Context: an optimization exercise on an open-source flow, tuned for small area. The choices shown serve that exercise and are no tape-out recipe. The RTL was checked by simulation tests, not by an equivalence proof against the original design.

// mul_unit
module mul_unit (
    input wire clk,
    input wire A_flag,
    input wire U_flag,
    input wire LongMul,
    input wire [31:0] Rm_data,
    input wire [31:0] Rs_data,
    input wire [31:0] Rn_data,
    input wire [31:0] RdHi_data,
    input wire [31:0] RdLo_data,
    input wire [3:0] cpsr_flags,
    output wire [31:0] result_lo,
    output wire [31:0] result_hi,
    output wire [3:0] flags_out
);
wire [63:0] res_w;
wire c_w;
multiplier u_mul (
    .A_flag(A_flag),
    .U_flag(U_flag),
    .LongMul(LongMul),
    .Rm_data(Rm_data),
    .Rs_data(Rs_data),
    .Rn_data(Rn_data),
    .RdHi_data(RdHi_data),
    .RdLo_data(RdLo_data),
    .res(res_w),
    .prod32(c_w)
);
reg [63:0] res_q, res_qq;
reg c_q, c_qq, v_q, v_qq, l_q, l_qq;
always @(posedge clk) begin
    res_q <= res_w;
    c_q <= c_w;
    v_q <= cpsr_flags[0];
    l_q <= LongMul;
    res_qq <= res_q;
    c_qq <= c_q;
    v_qq <= v_q;
    l_qq <= l_q;
end
assign result_lo = res_qq[31:0];
assign result_hi = res_qq[63:32];
assign flags_out = {l_qq ? res_qq[63] : res_qq[31],
                    ~|res_qq[31:0] & (~l_qq | ~|res_qq[63:32]),
                    c_qq,
                    v_qq};
endmodule
Size: about 2,800 cells after synthesis, roughly 130 flip-flops, roughly 240 I/O pins, about 0.028 sq mm of cells after synthesis.
export LEC_CHECK = 0
export ABC_AREA = 1
export CAP_MARGIN = 20
export CORE_MARGIN = 2
export CORE_UTILIZATION = 40
export SLEW_MARGIN = 20
export SYNTH_HIERARCHICAL = 1
export SYNTH_MINIMUM_KEEP_SIZE = 0
create_clock -name core_clock -period 14.0 [get_ports {clk}]
standard.sh (not shown) runs the stock make flow with config.mk's settings and CLKGATE_MAP_FILE= SYNTH_SCRIPT=/design/flow/synth_recipe.tcl, a recipe that flattens the netlist after the stock synthesis.
==> flow/flow/run.sh <==
#!/bin/bash
# Standard layout, except that the port buffers are the smallest buffer cell.
set -euo pipefail
bash standard.sh "BUFFER_PORTS_ARGS=-buffer_cell sky130_fd_sc_hd__buf_1" finish > standard_flow.log 2>&1
The baseline produced a layout that fails on setup timing.
Rerun with:
- CTS_BUF_LIST: default -> sky130_fd_sc_hd__clkbuf_8
Result: The changed run completed and failed the layout checks on setup timing. Cell area goes down by 0.60%. Register-to-register slack barely changes. Worst hold slack is worse by 0.0091 ns. Cell count barely changes.

Another version of the RTL of mul_unit (not shown whole).
Size: ~2,900 cells after synthesis, ~130 flip-flops, about 240 I/O pins, about 28,000 µm² of cells after synthesis.
==> flow/design.v (excerpt) <==
module mul_unit (
    input wire clk,
    input wire A_flag,
    input wire U_flag,
    input wire LongMul,
    input wire [31:0] Rm_data,
    input wire [31:0] Rs_data,
    input wire [31:0] Rn_data,
    input wire [31:0] RdHi_data,
    input wire [31:0] RdLo_data,
    input wire [3:0] cpsr_flags,
    output wire [31:0] result_lo,
    output wire [31:0] result_hi,
    output wire [3:0] flags_out
);
Settings: LEC_CHECK=0, ABC_AREA=1, CAP_MARGIN=0, CORE_MARGIN=2, CORE_UTILIZATION=40, GPL_ROUTABILITY_DRIVEN=0, GPL_TIMING_DRIVEN=0, SLEW_MARGIN=0, SYNTH_HIERARCHICAL=1, SYNTH_MINIMUM_KEEP_SIZE=0; clock period 14.0 ns.
==> flow/flow/run.sh <==
#!/bin/bash
set -euo pipefail
bash standard.sh "BUFFER_PORTS_ARGS=-buffer_cell sky130_fd_sc_hd__buf_1" "CTS_ARGS=-sink_clustering_enable -repair_clock_nets -dont_use_dummy_load -buf_list sky130_fd_sc_hd__clkbuf_8" finish > standard_flow.log 2>&1
Next try:
==> flow/flow/run.sh (replaced) <==
#!/bin/bash
# Standard layout, except that the port buffers are the smallest buffer cell.
set -euo pipefail
bash standard.sh "BUFFER_PORTS_ARGS=-buffer_cell sky130_fd_sc_hd__buf_1" finish > standard_flow.log 2>&1
CAP_MARGIN = 20   (was 0)
GPL_ROUTABILITY_DRIVEN = default   (was 0)
GPL_TIMING_DRIVEN = default   (was 0)
SLEW_MARGIN = 20   (was 0)
Effect:
- synthesized cell count is unchanged
- final area falls by 1.1%
- worst setup slack improved by 1.0 ns
- clock skew falls by 0.025 ns
- non-clock buffer count falls by 238
- count of clock-buffer cells in the layout stays the same
Next try:
==> flow/flow/run.sh (replaced) <==
#!/bin/bash
set -euo pipefail
bash standard.sh "BUFFER_PORTS_ARGS=-buffer_cell sky130_fd_sc_hd__buf_1" "CTS_ARGS=-sink_clustering_enable -repair_clock_nets -dont_use_dummy_load -buf_list sky130_fd_sc_hd__clkbuf_8" finish > standard_flow.log 2>&1
GPL_TIMING_DRIVEN = 0   (was default)
Outcome:
- setup slack loses 1.0 ns
- die area does not change
- cell area climbs slightly
- clock-buffer cell count does not change
Next try:
==> flow/run.sh (new file) <==
#!/bin/bash
# synth_recipe.tcl (not shown) runs the flow's synth.tcl, then flattens the netlist and writes it again
# the make line also repeats each setting of config.mk as NAME=value (left out here)
make -C /OpenROAD-flow-scripts/flow DESIGN_CONFIG=/design/flow/config.mk WORK_HOME=/design/flow/orfs CLKGATE_MAP_FILE= SYNTH_SCRIPT=/design/flow/synth_recipe.tcl finish
GPL_TIMING_DRIVEN = default   (was 0)
removed: flow/flow/run.sh
removed: flow/standard.sh
The new run finished with timing, DRC and antenna clean.
Routed wire length is lower by about 14%.
Sequential cell count does not change.
Fmax went up by 6.6%.
Next try:
==> flow/flow/run.sh (new file) <==
#!/bin/bash
set -euo pipefail
bash standard.sh "BUFFER_PORTS_ARGS=-buffer_cell sky130_fd_sc_hd__buf_1" "CTS_ARGS=-sink_clustering_enable -repair_clock_nets -dont_use_dummy_load -buf_list sky130_fd_sc_hd__clkbuf_8" finish > standard_flow.log 2>&1
==> flow/standard.sh (new file) <==
#!/bin/bash
# synth_recipe.tcl (not shown) runs the flow's synth.tcl, then flattens the netlist and writes it again
# the make line also repeats each setting of config.mk as NAME=value (left out here)
make -C /OpenROAD-flow-scripts/flow DESIGN_CONFIG=/design/flow/config.mk WORK_HOME=/design/flow/orfs CLKGATE_MAP_FILE= SYNTH_SCRIPT=/design/flow/synth_recipe.tcl "${@:-finish}"
removed: flow/run.sh
Outcome:
- The changed run went through all stages and came out clean
- cell count decreases by 0.57%
- area after synthesis does not change
- hold slack got worse by 0.021 ns

## static timing again, ports no longer ideal
Ports are ideal in the flow. The routed layouts listed here were re-timed in OpenROAD. Step 1 sets driving cells, clkbuf_16 on the clock port and buf_2 on the other inputs (assumed; they add their load-dependent delay and slew). Step 2, shift: input delay + t, output delay - t, t = (earliest + latest rising clock arrival at the registers) / 2. This alone moves slack from input paths to output paths. Three values: ideal ports, drivers, drivers and shift; two values: the first two.
run	t, ns	setup slack, ns	hold slack, ns	worst register clock-pin slew, ns	pins driven straight from the clock port
the first run of note 1	0.546	-3.306 / -3.297 / -3.843	0.309 / 0.309 / 0.309	0.08 / 0.08	1
the second run of note 1	0.623	-3.216 / -3.210 / -3.833	0.300 / 0.300 / 0.300	0.12 / 0.12	1
the first run of note 2	0.613	0.398 / 0.425 / -0.189	0.310 / 0.310 / 0.310	0.09 / 0.09	1
the second run of note 2	0.551	1.438 / 1.446 / 0.895	0.324 / 0.324 / 0.324	0.07 / 0.07	1
the third run of note 2	0.607	0.413 / 0.444 / -0.164	0.306 / 0.306 / 0.306	0.09 / 0.09	1
the fourth run of note 2	0.550	1.251 / 1.242 / 0.691	0.322 / 0.322 / 0.322	0.07 / 0.07	1
the fifth run of note 2	0.602	1.475 / 1.478 / 0.876	0.300 / 0.300 / 0.300	0.09 / 0.09	1
With both steps, setup timing fails in the first run of note 2 and the third run of note 2, where it was met with ideal ports. For the second run of note 1, which loses most, drivers alone change the setup slack by +0.006 ns; drivers and shift together by -0.617 ns.
